This is an optimization exercise on Yosys and OpenROAD, whose aim is small area, not a production implementation.
No functional check of the RTL was part of any run shown here.
The clock port is modelled as an ideal driver, which makes a skipped or thinned clock tree look cheaper than it is; a real chip needs a root buffer or a tree.
Power and IR drop assume default switching activity.

===== flow/flow/run.sh =====
#!/bin/bash
# The standard layout (standard.sh) with these changes to how the layout is made:
#  - the port buffers that buffer_ports inserts are sky130_fd_sc_hd__buf_1;
#  - clock tree synthesis inserts no dummy loads, and its tree (a root buffer and leaf
#    buffers) is then reduced to 3 leaf buffers (collapse.tcl), each register still clocked
#    through the root and one leaf;
#  - the reset port's buffer is made sky130_fd_sc_hd__buf_4 before repair_design (rst.tcl),
#    since it drives every register's reset;
#  - after the standard synthesis (run unchanged), combinational cells that synthesis
#    upsized are set back to their smallest drive strength (downsize.tcl); the floorplan's
#    timing repair and the later repair steps upsize again wherever timing needs it.
# Each tool's output goes to its own log file here.
set -euo pipefail
export BUFFER_PORTS_ARGS="-buffer_cell sky130_fd_sc_hd__buf_1"
export CTS_ARGS="-sink_clustering_enable -repair_clock_nets -dont_use_dummy_load"
export POST_CTS_TCL=$PWD/flow/collapse.tcl CLK_KEEP=3
export PRE_RESIZE_TCL=$PWD/flow/rst.tcl RST_BUF_CELL=sky130_fd_sc_hd__buf_4
export CLK_LEAF_CELL=sky130_fd_sc_hd__clkbuf_8 CLK_ROOT_CELL=sky130_fd_sc_hd__clkbuf_4
bash standard.sh synth > synth.log 2>&1
export RESULTS=orfs/results/sky130hd/classifier_top/base
openroad -no_init -exit flow/downsize.tcl > downsize.log 2>&1
bash standard.sh finish > standard_flow.log 2>&1

===== flow/flow/collapse.tcl =====
# Reduce the clock tree that clock_tree_synthesis built (a root buffer feeding leaf buffers)
# to $::env(CLK_KEEP) leaf buffers: the sinks of every other leaf move to the nearest kept
# leaf. Kept leaves become $::env(CLK_LEAF_CELL), the root $::env(CLK_ROOT_CELL). The clock
# still reaches every register through buffers, all at the same depth.
set block [ord::get_db_block]
set clk_net [$block findNet clk]
set roots {}
foreach it [$clk_net getITerms] {
  if {[$it isInputSignal]} { lappend roots [$it getInst] }
}
proc inst_xy {inst} {
  set b [$inst getBBox]
  return [list [expr {([$b xMin] + [$b xMax]) / 2}] [expr {([$b yMin] + [$b yMax]) / 2}]]
}
if {[llength $roots] != 1} {
  puts "collapse: clock port feeds [llength $roots] cells; left as is"
} else {
  set root [lindex $roots 0]
  set n0 [[$root findITerm X] getNet]
  set leaves {}
  foreach it [$n0 getITerms] {
    if {[$it isInputSignal] && [string match *clkbuf* [[[$it getInst] getMaster] getName]]} {
      lappend leaves [$it getInst]
    }
  }
  set keep [expr {min($::env(CLK_KEEP), [llength $leaves])}]
  # keep the leaves farthest apart: greedy, starting from the first
  set kept [list [lindex $leaves 0]]
  while {[llength $kept] < $keep} {
    set bestl ""; set bestd -1
    foreach l $leaves {
      if {[lsearch -exact $kept $l] >= 0} { continue }
      lassign [inst_xy $l] x y
      set dmin 1e30
      foreach k $kept { lassign [inst_xy $k] kx ky; set d [expr {abs($x-$kx)+abs($y-$ky)}]; if {$d < $dmin} { set dmin $d } }
      if {$dmin > $bestd} { set bestd $dmin; set bestl $l }
    }
    lappend kept $bestl
  }
  set moved 0
  foreach l $leaves {
    if {[lsearch -exact $kept $l] >= 0} { continue }
    set n1 [[$l findITerm X] getNet]
    foreach s [$n1 getITerms] {
      if {![$s isInputSignal]} { continue }
      lassign [inst_xy [$s getInst]] x y
      set best ""; set bd 1e30
      foreach k $kept { lassign [inst_xy $k] kx ky; set d [expr {abs($x-$kx)+abs($y-$ky)}]; if {$d < $bd} { set bd $d; set best $k } }
      $s disconnect
      $s connect [[$best findITerm X] getNet]
      incr moved
    }
    [$l findITerm A] disconnect
    [$l findITerm X] disconnect
    odb::dbInst_destroy $l
    odb::dbNet_destroy $n1
  }
  foreach k $kept { replace_cell [$k getName] $::env(CLK_LEAF_CELL) }
  replace_cell [$root getName] $::env(CLK_ROOT_CELL)
  puts "collapse: kept [llength $kept] of [llength $leaves] leaves, moved $moved sinks"
}

===== flow/flow/downsize.tcl =====
# Set every combinational cell of the synthesized netlist to its smallest-area variant of
# the same function (e.g. nor2b_4 -> nor2b_1). Registers, buffers and tie cells are kept.
set results $::env(RESULTS)
read_db $results/1_synth.odb
read_liberty $::env(FLOW_HOME)/platforms/sky130hd/lib/sky130_fd_sc_hd__tt_025C_1v80.lib
set db [ord::get_db]
set block [[$db getChip] getBlock]
set n 0
foreach inst [$block getInsts] {
  set m [[$inst getMaster] getName]
  if {![regexp {^sky130_fd_sc_hd__([a-z0-9]+)_([0-9]+)$} $m -> base size]} { continue }
  if {[regexp {^(df|edf|sdf|dl|buf|clkbuf|clkdly|dlygate|dlymetal|conb|tap|fill|decap|diode|lpflow|probe)} $base]} { continue }
  set best $m
  set best_area [[$inst getMaster] getWidth]
  foreach s {0 1 2} {
    set cand "sky130_fd_sc_hd__${base}_$s"
    set cm [$db findMaster $cand]
    if {$cm == "NULL" || $cand == $m} { continue }
    if {[get_lib_cells -quiet $cand] == ""} { continue }
    if {[$cm getWidth] < $best_area} {
      set best $cand
      set best_area [$cm getWidth]
    }
  }
  if {$best != $m} {
    puts "[$inst getName]: $m -> $best"
    replace_cell [$inst getName] $best
    incr n
  }
}
puts "downsized $n cells"
write_db $results/1_synth.odb

===== flow/flow/rst.tcl =====
# Size the reset input's port buffer for its load (all register resets) up front
set block [ord::get_db_block]
set bt [$block findBTerm rst_n]
set net [$bt getNet]
foreach it [$net getITerms] {
  if {[$it isInputSignal]} {
    set inst [$it getInst]
    puts "rst buffer [$inst getName] [[$inst getMaster] getName] -> $::env(RST_BUF_CELL)"
    replace_cell [$inst getName] $::env(RST_BUF_CELL)
  }
}

===== flow/standard.sh =====
#!/bin/bash
# synth_recipe.tcl (not shown) runs the flow's synth.tcl, then flattens the netlist and writes it again
# the make line also repeats each setting of config.mk as NAME=value (left out here)
make -C /OpenROAD-flow-scripts/flow DESIGN_CONFIG=/design/flow/config.mk WORK_HOME=/design/flow/orfs CLKGATE_MAP_FILE= SYNTH_SCRIPT=/design/flow/synth_recipe.tcl "${@:-finish}"

===== flow/config.mk =====
export PLATFORM = sky130hd
export DESIGN_NAME = classifier_top
export DESIGN_NICKNAME = classifier_top
export VERILOG_FILES = /design/flow/design.v
export SDC_FILE = /design/flow/constraint.sdc
export NUM_CORES = 4
export LEC_CHECK = 0
export CAP_MARGIN = 20
export CORE_MARGIN = 2
export CORE_UTILIZATION = 40
export GPL_TIMING_DRIVEN = 0
export SETUP_SLACK_MARGIN = -0.3
export SLEW_MARGIN = 20
export SYNTH_HIERARCHICAL = 1
export SYNTH_MINIMUM_KEEP_SIZE = 0

===== flow/constraint.sdc =====
create_clock -name core_clock -period 6.5 [get_ports {clk}]
set_input_delay 1.3000 -clock core_clock [delete_from_list [all_inputs] [get_ports {clk}]]
set_output_delay 1.3000 -clock core_clock [all_outputs]
set_load 0.01 [all_outputs]

===== flow/design.v =====
module classifier_top (
  input  wire clk,
  input  wire rst_n,
  input  wire signed [3:0]  x_int4,
  input  wire signed [7:0]  w_int8,
  input  wire new_feat,
  input  wire new_class,
  input  wire [2:0] class_id,
  output reg  signed [19:0] acc20,
  output wire signed [19:0] max_score,
  output reg  [2:0] max_class
);
  wire one1;
  c_and2 u_one1 (x_int4[0], new_feat, one1);
  wire two2;
  c_and3b u_two2 (x_int4[0], x_int4[1], new_feat, two2);
  wire one3;
  c_xor2 u_one3 (x_int4[1], x_int4[2], one3);
  wire one4;
  c_and2 u_one4 (one3, new_feat, one4);
  wire two5;
  c_xnor2 u_two5 (x_int4[2], x_int4[1], two5);
  wire two6;
  c_xor2 u_two6 (x_int4[3], x_int4[2], two6);
  wire two7;
  c_and3 u_two7 (two5, two6, new_feat, two7);
  wire sel8;
  c_nand2 u_sel8 (one1, w_int8[0], sel8);
  wire pp9;
  c_xnor2 u_pp9 (sel8, x_int4[1], pp9);
  wire sel10;
  c_a22oi u_sel10 (one1, w_int8[1], two2, w_int8[0], sel10);
  wire pp11;
  c_xnor2 u_pp11 (sel10, x_int4[1], pp11);
  wire sel12;
  c_a22oi u_sel12 (one1, w_int8[2], two2, w_int8[1], sel12);
  wire pp13;
  c_xnor2 u_pp13 (sel12, x_int4[1], pp13);
  wire sel14;
  c_a22oi u_sel14 (one1, w_int8[3], two2, w_int8[2], sel14);
  wire pp15;
  c_xnor2 u_pp15 (sel14, x_int4[1], pp15);
  wire sel16;
  c_a22oi u_sel16 (one1, w_int8[4], two2, w_int8[3], sel16);
  wire pp17;
  c_xnor2 u_pp17 (sel16, x_int4[1], pp17);
  wire sel18;
  c_a22oi u_sel18 (one1, w_int8[5], two2, w_int8[4], sel18);
  wire pp19;
  c_xnor2 u_pp19 (sel18, x_int4[1], pp19);
  wire sel20;
  c_a22oi u_sel20 (one1, w_int8[6], two2, w_int8[5], sel20);
  wire pp21;
  c_xnor2 u_pp21 (sel20, x_int4[1], pp21);
  wire sel22;
  c_a22oi u_sel22 (one1, w_int8[7], two2, w_int8[6], sel22);
  wire pp23;
  c_xnor2 u_pp23 (sel22, x_int4[1], pp23);
  wire sel24;
  c_a22oi u_sel24 (one1, w_int8[7], two2, w_int8[7], sel24);
  wire pp25;
  c_xor2 u_pp25 (sel24, x_int4[1], pp25);
  wire sel26;
  c_nand2 u_sel26 (one4, w_int8[0], sel26);
  wire pp27;
  c_xnor2 u_pp27 (sel26, x_int4[3], pp27);
  wire sel28;
  c_a22oi u_sel28 (one4, w_int8[1], two7, w_int8[0], sel28);
  wire pp29;
  c_xnor2 u_pp29 (sel28, x_int4[3], pp29);
  wire sel30;
  c_a22oi u_sel30 (one4, w_int8[2], two7, w_int8[1], sel30);
  wire pp31;
  c_xnor2 u_pp31 (sel30, x_int4[3], pp31);
  wire sel32;
  c_a22oi u_sel32 (one4, w_int8[3], two7, w_int8[2], sel32);
  wire pp33;
  c_xnor2 u_pp33 (sel32, x_int4[3], pp33);
  wire sel34;
  c_a22oi u_sel34 (one4, w_int8[4], two7, w_int8[3], sel34);
  wire pp35;
  c_xnor2 u_pp35 (sel34, x_int4[3], pp35);
  wire sel36;
  c_a22oi u_sel36 (one4, w_int8[5], two7, w_int8[4], sel36);
  wire pp37;
  c_xnor2 u_pp37 (sel36, x_int4[3], pp37);
  wire sel38;
  c_a22oi u_sel38 (one4, w_int8[6], two7, w_int8[5], sel38);
  wire pp39;
  c_xnor2 u_pp39 (sel38, x_int4[3], pp39);
  wire sel40;
  c_a22oi u_sel40 (one4, w_int8[7], two7, w_int8[6], sel40);
  wire pp41;
  c_xnor2 u_pp41 (sel40, x_int4[3], pp41);
  wire sel42;
  c_a22oi u_sel42 (one4, w_int8[7], two7, w_int8[7], sel42);
  wire pp43;
  c_xor2 u_pp43 (sel42, x_int4[3], pp43);
  wire f44, f45;
  c_fa u_f44 (acc20[0], x_int4[1], pp9, f44, f45);
  wire f46, f47;
  c_fa u_f46 (acc20[1], pp11, f45, f46, f47);
  wire f48, f49;
  c_fa u_f48 (acc20[2], x_int4[3], pp13, f48, f49);
  wire f50, f51;
  c_fa u_f50 (pp27, f48, f47, f50, f51);
  wire f52, f53;
  c_fa u_f52 (acc20[3], pp15, pp29, f52, f53);
  wire h54, h55;
  c_ha u_h54 (f49, f52, h54, h55);
  wire f56, f57;
  c_fa u_f56 (acc20[4], pp17, pp31, f56, f57);
  wire f58, f59;
  c_fa u_f58 (f53, f56, h55, f58, f59);
  wire f60, f61;
  c_fa u_f60 (acc20[5], pp19, pp33, f60, f61);
  wire h62, h63;
  c_ha u_h62 (f57, f60, h62, h63);
  wire f64, f65;
  c_fa u_f64 (acc20[6], pp21, pp35, f64, f65);
  wire f66, f67;
  c_fa u_f66 (f61, f64, h63, f66, f67);
  wire f68, f69;
  c_fa u_f68 (acc20[7], pp23, pp37, f68, f69);
  wire h70, h71;
  c_ha u_h70 (f65, f68, h70, h71);
  wire co72;
  c_nor2 u_co72 (acc20[8], pp25, co72);
  wire s73;
  c_xnor2 u_s73 (acc20[8], pp25, s73);
  wire f74, f75;
  c_fa u_f74 (pp39, s73, f69, f74, f75);
  wire co76;
  c_nor2 u_co76 (acc20[9], pp41, co76);
  wire s77;
  c_xor2 u_s77 (acc20[9], pp41, s77);
  wire s78;
  c_xor2 u_s78 (co72, s77, s78);
  wire h79;
  c_nor2 u_h79 (co72, s77, h79);
  wire i80;
  c_inv u_i80 (co76, i80);
  wire f81, f82;
  c_fa u_f81 (acc20[10], pp43, i80, f81, f82);
  wire h83, h84;
  c_ha u_h83 (h54, f51, h83, h84);
  wire s85;
  c_xnor2 u_s85 (f58, h84, s85);
  wire cy86;
  c_nand2 u_cy86 (f58, h84, cy86);
  wire pn87;
  c_xnor2 u_pn87 (h62, f59, pn87);
  wire gn88;
  c_nand2 u_gn88 (h62, f59, gn88);
  wire s89;
  c_xnor2 u_s89 (pn87, cy86, s89);
  wire cy90;
  c_o21ai u_cy90 (pn87, cy86, gn88, cy90);
  wire s91;
  c_xnor2 u_s91 (f66, cy90, s91);
  wire cy92;
  c_nand2 u_cy92 (f66, cy90, cy92);
  wire pn93;
  c_xnor2 u_pn93 (h70, f67, pn93);
  wire gn94;
  c_nand2 u_gn94 (h70, f67, gn94);
  wire s95;
  c_xnor2 u_s95 (pn93, cy92, s95);
  wire cy96;
  c_o21ai u_cy96 (pn93, cy92, gn94, cy96);
  wire gp97, gp98;
  c_ha u_gp97 (h71, f74, gp97, gp98);
  wire s99;
  c_xnor2 u_s99 (gp97, cy96, s99);
  wire cy100;
  c_a21oi u_cy100 (gp97, cy96, gp98, cy100);
  wire pn101;
  c_xnor2 u_pn101 (s78, f75, pn101);
  wire gn102;
  c_nand2 u_gn102 (s78, f75, gn102);
  wire s103;
  c_xnor2 u_s103 (pn101, cy100, s103);
  wire cy104;
  c_o21ai u_cy104 (pn101, cy100, gn102, cy104);
  wire gp105, gp106;
  c_ha u_gp105 (h79, f81, gp105, gp106);
  wire s107;
  c_xnor2 u_s107 (gp105, cy104, s107);
  wire cy108;
  c_a21oi u_cy108 (gp105, cy104, gp106, cy108);
  wire t109;
  c_xor2 u_t109 (f82, cy108, t109);
  wire s110;
  c_xnor2 u_s110 (acc20[11], t109, s110);
  wire fk111;
  c_xnor2 u_fk111 (acc20[11], f82, fk111);
  wire tc112;
  c_nand2 u_tc112 (t109, fk111, tc112);
  wire s113;
  c_xor2 u_s113 (acc20[12], tc112, s113);
  wire fk114;
  c_xor2 u_fk114 (acc20[12], f82, fk114);
  wire tc115;
  c_nor2 u_tc115 (tc112, fk114, tc115);
  wire s116;
  c_xnor2 u_s116 (acc20[13], tc115, s116);
  wire fk117;
  c_xnor2 u_fk117 (acc20[13], f82, fk117);
  wire tc118;
  c_nand2 u_tc118 (tc115, fk117, tc118);
  wire s119;
  c_xor2 u_s119 (acc20[14], tc118, s119);
  wire fk120;
  c_xor2 u_fk120 (acc20[14], f82, fk120);
  wire tc121;
  c_nor2 u_tc121 (tc118, fk120, tc121);
  wire s122;
  c_xnor2 u_s122 (acc20[15], tc121, s122);
  wire fk123;
  c_xnor2 u_fk123 (acc20[15], f82, fk123);
  wire tc124;
  c_nand2 u_tc124 (tc121, fk123, tc124);
  wire s125;
  c_xor2 u_s125 (acc20[16], tc124, s125);
  wire fk126;
  c_xor2 u_fk126 (acc20[16], f82, fk126);
  wire tc127;
  c_nor2 u_tc127 (tc124, fk126, tc127);
  wire s128;
  c_xnor2 u_s128 (acc20[17], tc127, s128);
  wire fk129;
  c_xnor2 u_fk129 (acc20[17], f82, fk129);
  wire tc130;
  c_nand2 u_tc130 (tc127, fk129, tc130);
  wire s131;
  c_xor2 u_s131 (acc20[18], tc130, s131);
  wire fk132;
  c_xor2 u_fk132 (acc20[18], f82, fk132);
  wire tc133;
  c_nor2 u_tc133 (tc130, fk132, tc133);
  wire s134;
  c_xnor2 u_s134 (acc20[19], tc133, s134);
  wire z135;
  c_nor2b u_z135 (new_class, f44, z135);
  wire z136;
  c_nor2b u_z136 (new_class, f46, z136);
  wire z137;
  c_nor2b u_z137 (new_class, f50, z137);
  wire z138;
  c_nor2b u_z138 (new_class, h83, z138);
  wire z139;
  c_nor2 u_z139 (new_class, s85, z139);
  wire z140;
  c_nor2 u_z140 (new_class, s89, z140);
  wire z141;
  c_nor2 u_z141 (new_class, s91, z141);
  wire z142;
  c_nor2 u_z142 (new_class, s95, z142);
  wire z143;
  c_nor2 u_z143 (new_class, s99, z143);
  wire z144;
  c_nor2 u_z144 (new_class, s103, z144);
  wire z145;
  c_nor2 u_z145 (new_class, s107, z145);
  wire z146;
  c_nor2 u_z146 (new_class, s110, z146);
  wire z147;
  c_nor2 u_z147 (new_class, s113, z147);
  wire z148;
  c_nor2 u_z148 (new_class, s116, z148);
  wire z149;
  c_nor2 u_z149 (new_class, s119, z149);
  wire z150;
  c_nor2 u_z150 (new_class, s122, z150);
  wire z151;
  c_nor2 u_z151 (new_class, s125, z151);
  wire z152;
  c_nor2 u_z152 (new_class, s128, z152);
  wire z153;
  c_nor2 u_z153 (new_class, s131, z153);
  wire z154;
  c_nor2 u_z154 (new_class, s134, z154);
  wire gt155;
  c_nor2b u_gt155 (max_q[0], acc20[0], gt155);
  wire mn156;
  c_inv u_mn156 (max_q[1], mn156);
  wire gt157;
  c_maj3 u_gt157 (acc20[1], mn156, gt155, gt157);
  wire mn158;
  c_inv u_mn158 (max_q[2], mn158);
  wire gt159;
  c_maj3 u_gt159 (acc20[2], mn158, gt157, gt159);
  wire mn160;
  c_inv u_mn160 (max_q[3], mn160);
  wire gt161;
  c_maj3 u_gt161 (acc20[3], mn160, gt159, gt161);
  wire mn162;
  c_inv u_mn162 (max_q[4], mn162);
  wire gt163;
  c_maj3 u_gt163 (acc20[4], mn162, gt161, gt163);
  wire mn164;
  c_inv u_mn164 (max_q[5], mn164);
  wire gt165;
  c_maj3 u_gt165 (acc20[5], mn164, gt163, gt165);
  wire mn166;
  c_inv u_mn166 (max_q[6], mn166);
  wire gt167;
  c_maj3 u_gt167 (acc20[6], mn166, gt165, gt167);
  wire mn168;
  c_inv u_mn168 (max_q[7], mn168);
  wire gt169;
  c_maj3 u_gt169 (acc20[7], mn168, gt167, gt169);
  wire cpx170;
  c_nor2b u_cpx170 (max_q[8], acc20[8], cpx170);
  wire cpy171;
  c_nand2b u_cpy171 (acc20[8], max_q[8], cpy171);
  wire gt172;
  c_a21oi u_gt172 (cpy171, gt169, cpx170, gt172);
  wire cpx173;
  c_nand2b u_cpx173 (max_q[9], acc20[9], cpx173);
  wire cpy174;
  c_nor2b u_cpy174 (acc20[9], max_q[9], cpy174);
  wire gt175;
  c_o21ai u_gt175 (cpy174, gt172, cpx173, gt175);
  wire cpx176;
  c_nor2b u_cpx176 (max_q[10], acc20[10], cpx176);
  wire cpy177;
  c_nand2b u_cpy177 (acc20[10], max_q[10], cpy177);
  wire gt178;
  c_a21oi u_gt178 (cpy177, gt175, cpx176, gt178);
  wire cpx179;
  c_nand2b u_cpx179 (max_q[11], acc20[11], cpx179);
  wire cpy180;
  c_nor2b u_cpy180 (acc20[11], max_q[11], cpy180);
  wire gt181;
  c_o21ai u_gt181 (cpy180, gt178, cpx179, gt181);
  wire cpx182;
  c_nor2b u_cpx182 (max_q[12], acc20[12], cpx182);
  wire cpy183;
  c_nand2b u_cpy183 (acc20[12], max_q[12], cpy183);
  wire gt184;
  c_a21oi u_gt184 (cpy183, gt181, cpx182, gt184);
  wire cpx185;
  c_nand2b u_cpx185 (max_q[13], acc20[13], cpx185);
  wire cpy186;
  c_nor2b u_cpy186 (acc20[13], max_q[13], cpy186);
  wire gt187;
  c_o21ai u_gt187 (cpy186, gt184, cpx185, gt187);
  wire cpx188;
  c_nor2b u_cpx188 (max_q[14], acc20[14], cpx188);
  wire cpy189;
  c_nand2b u_cpy189 (acc20[14], max_q[14], cpy189);
  wire gt190;
  c_a21oi u_gt190 (cpy189, gt187, cpx188, gt190);
  wire cpx191;
  c_nand2b u_cpx191 (max_q[15], acc20[15], cpx191);
  wire cpy192;
  c_nor2b u_cpy192 (acc20[15], max_q[15], cpy192);
  wire gt193;
  c_o21ai u_gt193 (cpy192, gt190, cpx191, gt193);
  wire cpx194;
  c_nor2b u_cpx194 (max_q[16], acc20[16], cpx194);
  wire cpy195;
  c_nand2b u_cpy195 (acc20[16], max_q[16], cpy195);
  wire gt196;
  c_a21oi u_gt196 (cpy195, gt193, cpx194, gt196);
  wire cpx197;
  c_nand2b u_cpx197 (max_q[17], acc20[17], cpx197);
  wire cpy198;
  c_nor2b u_cpy198 (acc20[17], max_q[17], cpy198);
  wire gt199;
  c_o21ai u_gt199 (cpy198, gt196, cpx197, gt199);
  wire cpx200;
  c_nor2b u_cpx200 (max_q[18], acc20[18], cpx200);
  wire cpy201;
  c_nand2b u_cpy201 (acc20[18], max_q[18], cpy201);
  wire gt202;
  c_a21oi u_gt202 (cpy201, gt199, cpx200, gt202);
  wire gt203;
  c_nor2 u_gt203 (acc20[19], gt202, gt203);
  wire updn204;
  c_nand2 u_updn204 (new_class, gt203, updn204);
  wire upd205;
  c_inv u_upd205 (updn204, upd205);
  wire md206;
  c_a22o u_md206 (upd205, acc20[0], updn204, max_q[0], md206);
  wire md207;
  c_a22o u_md207 (upd205, acc20[3], updn204, max_q[3], md207);
  wire md208;
  c_a22o u_md208 (upd205, acc20[6], updn204, max_q[6], md208);
  wire md209;
  c_a22o u_md209 (upd205, acc20[9], updn204, max_q[9], md209);
  wire md210;
  c_a22o u_md210 (upd205, acc20[12], updn204, max_q[12], md210);
  wire md211;
  c_a22o u_md211 (upd205, acc20[15], updn204, max_q[15], md211);
  wire md212;
  c_a22o u_md212 (upd205, acc20[18], updn204, max_q[18], md212);
  wire md213;
  c_a22o u_md213 (upd205, class_id[2], updn204, max_class[2], md213);
  wire updn214;
  c_nand2 u_updn214 (new_class, gt203, updn214);
  wire upd215;
  c_inv u_upd215 (updn214, upd215);
  wire md216;
  c_a22o u_md216 (upd215, acc20[1], updn214, max_q[1], md216);
  wire md217;
  c_a22o u_md217 (upd215, acc20[4], updn214, max_q[4], md217);
  wire md218;
  c_a22o u_md218 (upd215, acc20[7], updn214, max_q[7], md218);
  wire md219;
  c_a22o u_md219 (upd215, acc20[10], updn214, max_q[10], md219);
  wire md220;
  c_a22o u_md220 (upd215, acc20[13], updn214, max_q[13], md220);
  wire md221;
  c_a22o u_md221 (upd215, acc20[16], updn214, max_q[16], md221);
  wire md222;
  c_a22o u_md222 (upd215, class_id[0], updn214, max_class[0], md222);
  wire updn223;
  c_nand2 u_updn223 (new_class, gt203, updn223);
  wire upd224;
  c_inv u_upd224 (updn223, upd224);
  wire md225;
  c_a22o u_md225 (upd224, acc20[2], updn223, max_q[2], md225);
  wire md226;
  c_a22o u_md226 (upd224, acc20[5], updn223, max_q[5], md226);
  wire md227;
  c_a22o u_md227 (upd224, acc20[8], updn223, max_q[8], md227);
  wire md228;
  c_a22o u_md228 (upd224, acc20[11], updn223, max_q[11], md228);
  wire md229;
  c_a22o u_md229 (upd224, acc20[14], updn223, max_q[14], md229);
  wire md230;
  c_a22o u_md230 (upd224, acc20[17], updn223, max_q[17], md230);
  wire md231;
  c_a22o u_md231 (upd224, class_id[1], updn223, max_class[1], md231);
  wire [19:0] acc_d = {z154, z153, z152, z151, z150, z149, z148, z147, z146, z145, z144, z143, z142, z141, z140, z139, z138, z137, z136, z135};
  wire [18:0] max_d = {md212, md230, md221, md211, md229, md220, md210, md228, md219, md209, md227, md218, md208, md226, md217, md207, md225, md216, md206};
  wire [2:0] cls_d = {md213, md231, md222};
  reg [18:0] max_q;
  assign max_score = {1'b0, max_q};
  always @(posedge clk or negedge rst_n) begin
    if (!rst_n) begin
      acc20     <= 20'd0;
      max_q     <= 19'd0;
      max_class <= 3'd0;
    end else begin
      acc20     <= acc_d;
      max_q     <= max_d;
      max_class <= cls_d;
    end
  end
endmodule
module c_a21oi (input a1, input a2, input b1, output y);
  assign y = ~((a1 & a2) | b1);
endmodule
module c_a22o (input a1, input a2, input b1, input b2, output y);
  assign y = (a1 & a2) | (b1 & b2);
endmodule
module c_a22oi (input a1, input a2, input b1, input b2, output y);
  assign y = ~((a1 & a2) | (b1 & b2));
endmodule
module c_and2 (input a, input b, output y);
  assign y = a & b;
endmodule
module c_and3 (input a, input b, input c, output y);
  assign y = a & b & c;
endmodule
module c_and3b (input an, input b, input c, output y);
  assign y = ~an & b & c;
endmodule
module c_fa (input a, input b, input c, output s, output co);
  assign s = a ^ b ^ c;
  assign co = (a & b) | (a & c) | (b & c);
endmodule
module c_ha (input a, input b, output s, output co);
  assign s = a ^ b;
  assign co = a & b;
endmodule
module c_inv (input a, output y);
  assign y = ~a;
endmodule
module c_maj3 (input a, input b, input c, output y);
  assign y = (a & b) | (a & c) | (b & c);
endmodule
module c_nand2 (input a, input b, output y);
  assign y = ~(a & b);
endmodule
module c_nand2b (input an, input b, output y);
  assign y = an | ~b;
endmodule
module c_nor2 (input a, input b, output y);
  assign y = ~(a | b);
endmodule
module c_nor2b (input a, input bn, output y);
  assign y = ~a & bn;
endmodule
module c_o21ai (input a1, input a2, input b1, output y);
  assign y = ~((a1 | a2) & b1);
endmodule
module c_xnor2 (input a, input b, output y);
  assign y = ~(a ^ b);
endmodule
module c_xor2 (input a, input b, output y);
  assign y = a ^ b;
endmodule

==> summary.txt, run 1 <==
crit path launch=x_int4[1]; post-route ant nets=0; switching power=730 uW; vias per cell=5.01; Mapped Nets=294; crit-path most repeated cell=nand2_1; R2R setup slack=0.92 ns; DRT Wirelength=5410 microns; # clock sinks=42; setup_tns=0 ns; Critical Path Slowest Stage Cell=fa_1; Top Ports=62; Final Hold Fails=0; R2R cell count=23; Worst Path Arrival=6.23 ns; placed cells=393; Die W=86.1 microns; drt pass-1 iters=4; Static Leak=1.29 nW; R2R Path End=max_q[12]; Post-Route Utilization=47.8%; RD Place Congestion=0.710; Final Cycle Share=92.8%; WL/cell=13.6 microns; Die ar.=7410 sq um; dpl ws=-0.261 ns; first-pass GRT wire length=9330 microns; antenna violations before repair=0; Critical Path End=acc20[19]; CP startpoint kind=primary input; WHS Path Cells=1; # nets final=360; Worst EP required=6.70 ns; synth warn=7; Fmax=166 MHz; Vias=1,988; crit-path max cell delay=0.51 ns; initial core utilization=42.0%; Hold Path Class=flop to flop; Clk Latency, worst-skew pair=0.34 ns; Diodes inserted=0; switch share=46.1%; Starting DRT DRC Count=108; Clk network pwr share=7.9%; Syn Area/Cell=10.5 sq um; setup slack after layout=0.470 ns; Final Non-Filler Cells=397; Global Route Usage Sum=16.1%; row count=29; remaining global-route overflow=0; maxcap violations=0; Pwr per Cell Area=516 nW/um^2; Layout area overhead=14.0%; Clock Skew=0.0272 ns; Slew Limit Fails=0; pin count of the biggest net entering global routing=43; clk slew on worst S/H paths=0.11 ns; Setup violations, final=0; HPWL Detailed=4090 microns; Max IR drop VDD=0.153 mV; Sequential Power Share=29.6%; DRC=0; Final Power=1.58 mW; die height=86.1 microns; status=complete, no violations; Final Critical Period=6.03 ns; core area=6420 sq um; vias in the first global route=1,935; Rel. slew slack=31.4%; CP endpoint kind=flop; share of cells above drive strength 1=2.50%; Reg-to-Reg Start=acc20[0]; worst-margin pin slew=1.03 ns; combinational cell fraction of total power=62.5%; Pint=854 uW; Post-Syn Area=2700 sq um; synthesized instance count=256; crit path max fanout=13; PortBufs=60; Crit Path Class=primary input to flop
sequential cells by signal, summed over array words and instances (netlist names):
register / flops
max_class: 3
acc20: 20
max_q: 19
metrics by stage:
| step | area (sq um) | hold slack (ns) |
|---|---|---|
| after floorplan | 2700 | 0.532 |
| after global placement | 3020 | 0.478 |
| after detailed placement | 3020 | 0.480 |
| after global routing | 3070 | 0.542 |
| final | 3070 | 0.503 |
layout make-up:
class	instances	area (sq um)
plain buffers	1	7.51
clock buffers	4	48.8
fillers	637	3350
inverters	11	41.3
multi-input cells	202	1600
flip-flops and latches	42	1050
well taps	77	96.3
repair buffers	60	231
placed cells by master (no fill, tap or decap):
master / instances
buf_4: 2
nand2_1: 14
clkbuf_4: 1
nor2b_1: 16
and3b_1: 1
nand2b_1: 11
maj3_1: 7
clkbuf_2: 2
fa_1: 13
o21ai_1: 8
dfrtp_1: 42
and3_1: 1
a22o_1: 22
ha_1: 6
buf_1: 57
a21oi_1: 8
a22oi_1: 16
xor2_1: 15
conb_1: 1
nor2_1: 24
and2_1: 2
clkbuf_8: 3
inv_1: 11
xnor2_1: 37
routing by layer:
metal,track usage [%],wire [microns],up-vias
met5,0,0,-
met4,4.76,67,0
met3,2.50,213,6
met2,26.2,2460,51
met1,22.2,2670,931
li1,-,-,1000
power by group through the flow:
| stage | Sequential [mW] | Clock, mW | Combinational [mW] |
|---|---|---|---|
| after floorplan | 0.497 | 0 | 0.719 |
| after global placement | 0.475 | 0 | 0.986 |
| after detailed placement | 0.478 | 0 | 0.999 |
| after global routing | 0.493 | 0.137 | 1.14 |
| final | 0.470 | 0.125 | 0.990 |
critical path, delay by kind of cell:
kind | cells | cell delay, ns
simple gates | 12 | 1.64
fa+ha+maj | 3 | 1.15
compound gates | 6 | 1.05
xor+xnor | 4 | 0.76
buf+inv | 1 | 0.32
worst min-delay path by stage:
stage / slack [ns] / from / endpoint
2_1_floorplan: 0.53 / max_class[0] / max_class[0]
3_3_place_gp: 0.48 / max_class[1] / max_class[1]
3_5_place_dp: 0.48 / max_class[2] / max_class[2]
5_1_grt: 0.54 / max_class[2] / max_class[2]
6_report: 0.50 / max_class[2] / max_class[2]
==> run 2, diff against run 1 <==
--- a/flow/design.v
+++ b/flow/design.v
@@ -385,58 +385,54 @@
   wire md206;
   c_a22o u_md206 (upd205, acc20[0], updn204, max_q[0], md206);
   wire md207;
-  c_a22o u_md207 (upd205, acc20[3], updn204, max_q[3], md207);
+  c_a22o u_md207 (upd205, acc20[2], updn204, max_q[2], md207);
   wire md208;
-  c_a22o u_md208 (upd205, acc20[6], updn204, max_q[6], md208);
+  c_a22o u_md208 (upd205, acc20[4], updn204, max_q[4], md208);
   wire md209;
-  c_a22o u_md209 (upd205, acc20[9], updn204, max_q[9], md209);
+  c_a22o u_md209 (upd205, acc20[6], updn204, max_q[6], md209);
   wire md210;
-  c_a22o u_md210 (upd205, acc20[12], updn204, max_q[12], md210);
+  c_a22o u_md210 (upd205, acc20[8], updn204, max_q[8], md210);
   wire md211;
-  c_a22o u_md211 (upd205, acc20[15], updn204, max_q[15], md211);
+  c_a22o u_md211 (upd205, acc20[10], updn204, max_q[10], md211);
   wire md212;
-  c_a22o u_md212 (upd205, acc20[18], updn204, max_q[18], md212);
+  c_a22o u_md212 (upd205, acc20[12], updn204, max_q[12], md212);
   wire md213;
-  c_a22o u_md213 (upd205, class_id[2], updn204, max_class[2], md213);
-  wire updn214;
-  c_nand2 u_updn214 (new_class, gt203, updn214);
-  wire upd215;
-  c_inv u_upd215 (updn214, upd215);
+  c_a22o u_md213 (upd205, acc20[14], updn204, max_q[14], md213);
+  wire md214;
+  c_a22o u_md214 (upd205, acc20[16], updn204, max_q[16], md214);
+  wire md215;
+  c_a22o u_md215 (upd205, acc20[18], updn204, max_q[18], md215);
   wire md216;
-  c_a22o u_md216 (upd215, acc20[1], updn214, max_q[1], md216);
-  wire md217;
-  c_a22o u_md217 (upd215, acc20[4], updn214, max_q[4], md217);
-  wire md218;
-  c_a22o u_md218 (upd215, acc20[7], updn214, max_q[7], md218);
+  c_a22o u_md216 (upd205, class_id[1], updn204, max_class[1], md216);
+  wire updn217;
+  c_nand2 u_updn217 (new_class, gt203, updn217);
+  wire upd218;
+  c_inv u_upd218 (updn217, upd218);
   wire md219;
-  c_a22o u_md219 (upd215, acc20[10], updn214, max_q[10], md219);
+  c_a22o u_md219 (upd218, acc20[1], updn217, max_q[1], md219);
   wire md220;
-  c_a22o u_md220 (upd215, acc20[13], updn214, max_q[13], md220);
+  c_a22o u_md220 (upd218, acc20[3], updn217, max_q[3], md220);
   wire md221;
-  c_a22o u_md221 (upd215, acc20[16], updn214, max_q[16], md221);
+  c_a22o u_md221 (upd218, acc20[5], updn217, max_q[5], md221);
   wire md222;
-  c_a22o u_md222 (upd215, class_id[0], updn214, max_class[0], md222);
-  wire updn223;
-  c_nand2 u_updn223 (new_class, gt203, updn223);
-  wire upd224;
-  c_inv u_upd224 (updn223, upd224);
+  c_a22o u_md222 (upd218, acc20[7], updn217, max_q[7], md222);
+  wire md223;
+  c_a22o u_md223 (upd218, acc20[9], updn217, max_q[9], md223);
+  wire md224;
+  c_a22o u_md224 (upd218, acc20[11], updn217, max_q[11], md224);
   wire md225;
-  c_a22o u_md225 (upd224, acc20[2], updn223, max_q[2], md225);
+  c_a22o u_md225 (upd218, acc20[13], updn217, max_q[13], md225);
   wire md226;
-  c_a22o u_md226 (upd224, acc20[5], updn223, max_q[5], md226);
+  c_a22o u_md226 (upd218, acc20[15], updn217, max_q[15], md226);
   wire md227;
-  c_a22o u_md227 (upd224, acc20[8], updn223, max_q[8], md227);
+  c_a22o u_md227 (upd218, acc20[17], updn217, max_q[17], md227);
   wire md228;
-  c_a22o u_md228 (upd224, acc20[11], updn223, max_q[11], md228);
+  c_a22o u_md228 (upd218, class_id[0], updn217, max_class[0], md228);
   wire md229;
-  c_a22o u_md229 (upd224, acc20[14], updn223, max_q[14], md229);
-  wire md230;
-  c_a22o u_md230 (upd224, acc20[17], updn223, max_q[17], md230);
-  wire md231;
-  c_a22o u_md231 (upd224, class_id[1], updn223, max_class[1], md231);
+  c_a22o u_md229 (upd218, class_id[2], updn217, max_class[2], md229);
   wire [19:0] acc_d = {z154, z153, z152, z151, z150, z149, z148, z147, z146, z145, z144, z143, z142, z141, z140, z139, z138, z137, z136, z135};
-  wire [18:0] max_d = {md212, md230, md221, md211, md229, md220, md210, md228, md219, md209, md227, md218, md208, md226, md217, md207, md225, md216, md206};
-  wire [2:0] cls_d = {md213, md231, md222};
+  wire [18:0] max_d = {md215, md227, md214, md226, md213, md225, md212, md224, md211, md223, md210, md222, md209, md221, md208, md220, md207, md219, md206};
+  wire [2:0] cls_d = {md229, md216, md228};
   reg [18:0] max_q;
   assign max_score = {1'b0, max_q};
   always @(posedge clk or negedge rst_n) begin
==> run 2 against run 1 <==
Against the previous run: still clean; flip-flop and latch count stayed put; worst setup slack gained 0.062 ns; die area decreased by 0.26%; cell count shrank 0.50%; largest power group unchanged.
==> summary.txt, run 2 <==
CP startpoint kind=primary input; Post-Syn Area=2690 sq um; Clk Latency, worst-skew pair=0.34 ns; Diodes inserted=0; DRT Wirelength=5310 microns; Setup violations, final=0; Pint=852 uW; Critical Path Slowest Stage Cell=fa_1; dpl ws=-0.182 ns; worst-margin pin slew=0.991 ns; vias in the first global route=1,938; CP endpoint kind=flop; Hold Path Class=flop to flop; Clock Skew=0.0320 ns; setup slack after layout=0.532 ns; HPWL Detailed=3960 microns; row count=29; Top Ports=62; Die ar.=7390 sq um; Max IR drop VDD=0.159 mV; first-pass GRT wire length=9230 microns; Worst EP required=6.67 ns; crit-path max cell delay=0.51 ns; Clk network pwr share=7.9%; switch share=45.7%; Sequential Power Share=29.9%; Static Leak=1.28 nW; Vias=1,996; combinational cell fraction of total power=62.1%; Worst Path Arrival=6.13 ns; clk slew on worst S/H paths=0.08 ns; Biggest register=acc20; Final Hold Fails=0; # clock sinks=42; core area=6420 sq um; Post-Route Utilization=47.7%; Top Registers=acc20 x20, max_q x19, max_class x3; synth warn=7; Fmax=168 MHz; Final Cycle Share=91.8%; crit path max fanout=13; crit-path most repeated cell=nand2_1; Final Critical Period=5.97 ns; DRC=0; Slew Limit Fails=0; die height=86.0 microns; most frequent cells in the layout=buf_1, dfrtp_1, xnor2_1; Crit Path Class=primary input to flop; Layout area overhead=14.0%; Syn Area/Cell=10.6 sq um; antenna violations before repair=0; Pwr per Cell Area=512 nW/um^2; switching power=717 uW; Rel. slew slack=33.9%; status=complete, no violations; # nets final=358; post-route ant nets=0; WL/cell=13.4 microns; share of cells above drive strength 1=2.52%; number of flip-flops in the largest register=20; Die W=86.0 microns; Starting DRT DRC Count=61; vias per cell=5.05; PortBufs=60; Mapped Nets=292; remaining global-route overflow=0; initial core utilization=41.9%; maxcap violations=0; drt pass-1 iters=4; pin count of the biggest net entering global routing=43; RD Place Congestion=0.724; fill cell count=623; leading cell type in the layout, fill and taps excluded=buf_1; synthesized instance count=254; Global Route Usage Sum=15.7%
[run 2: changes by cell type in the layout (fill, tap and decap cells not counted)]
cell,change
inv_1,-1
nand2_1,-1
[run 2: metrics by stage]
stage / TNS (ns) / cell area, sq um / hold WS (ns) / std cells / power (mW)
2_1_floorplan: 0 / 2690 / 0.532 / 254 / 1.21
3_3_place_gp: -0.194 / 3010 / 0.478 / 391 / 1.44
3_5_place_dp: -0.279 / 3010 / 0.479 / 391 / 1.46
5_1_grt: -0.0359 / 3070 / 0.518 / 395 / 1.75
6_report: 0 / 3070 / 0.499 / 395 / 1.57
[run 2: worst paths after layout]
check,from,endpoint,slack (ns),cells past startpoint
worst max-delay path,x_int4[1],acc20[19],0.53,26
worst min register to register,max_class[2],max_class[2],0.50,1
max in group asynchronous,rst_n,acc20[1],5.18,1
min in group asynchronous,rst_n,max_q[16],0.92,1
worst min-delay path,max_class[2],max_class[2],0.50,1
worst max register to register,acc20[0],max_q[0],0.86,23
[run 2: power groups by stage]
stage	logic, mW	clock network [mW]	registers, mW
finish	0.975	0.125	0.469
global route	1.12	0.141	0.489
detailed placement	0.985	0	0.476
global placement	0.971	0	0.472
floorplan	0.713	0	0.497
[run 2: cell type report]
type / instances / area (sq um) / share of cell area, %
Buffer: 1 / 7.51 / 0.245
Clock buffer: 4 / 48.8 / 1.59
Inverter: 10 / 37.5 / 1.22
Multi-Input combinational cell: 201 / 1590 / 52.0
Sequential cell: 42 / 1050 / 34.3
Tap cell: 77 / 96.3 / 3.14
Timing Repair Buffer: 60 / 231 / 7.55
[run 2: worst max-delay path: cells and delay by family]
| family | cells | cell delay, ns |
|---|---|---|
| adder cells (fa/ha/maj) | 3 | 1.15 |
| AO/OA/AOI/OAI | 6 | 1.03 |
| buffers and inverters | 1 | 0.32 |
| XOR/XNOR | 4 | 0.69 |
| AND/OR/NAND/NOR | 12 | 1.64 |
[run 2: layer usage]
metal / global-route usage [%] / up-vias / wire length, microns
met5: 0 / - / 0
met4: 4.91 / 0 / 14
met3: 2.60 / 2 / 272
met2: 25.7 / 56 / 2450
met1: 21.3 / 941 / 2570
li1: - / 997 / -

separate check: timing with driven ports:
How much do the figures lean on ideal ports? The routed layouts below were timed once more, with nothing changed but the port constraints.
Step 1 assumes that a clkbuf_16 drives the clock port and a buf_2 every other input.
Step 2 adds t to the input delays and takes it off the output delays; t is the mean of the earliest and latest rising clock arrival at the registers after step 1. Input paths then give back, and output paths get back, about the clock's delay inside the block.
Three values: ideal, step 1, step 2; two values: the first two.
| run | shift t [ns] | setup WS [ns] | latest minus earliest clock arrival (ns) | slew at the worst register clock pin (ns) | worst slew at a driven data input, ns |
|---|---|---|---|---|---|
| run 1 | 0.351 | 0.470 / 0.474 / 0.123 | 0.027 / 0.027 | 0.11 / 0.11 | 0.03 |
| run 2 | 0.352 | 0.532 / 0.533 / 0.181 | 0.032 / 0.032 | 0.11 / 0.11 | 0.03 |
After both steps setup and hold are still met in every run listed. The setup slack of run 2, which loses most, moves by +0.001 ns with the drivers and by -0.351 ns with both steps.
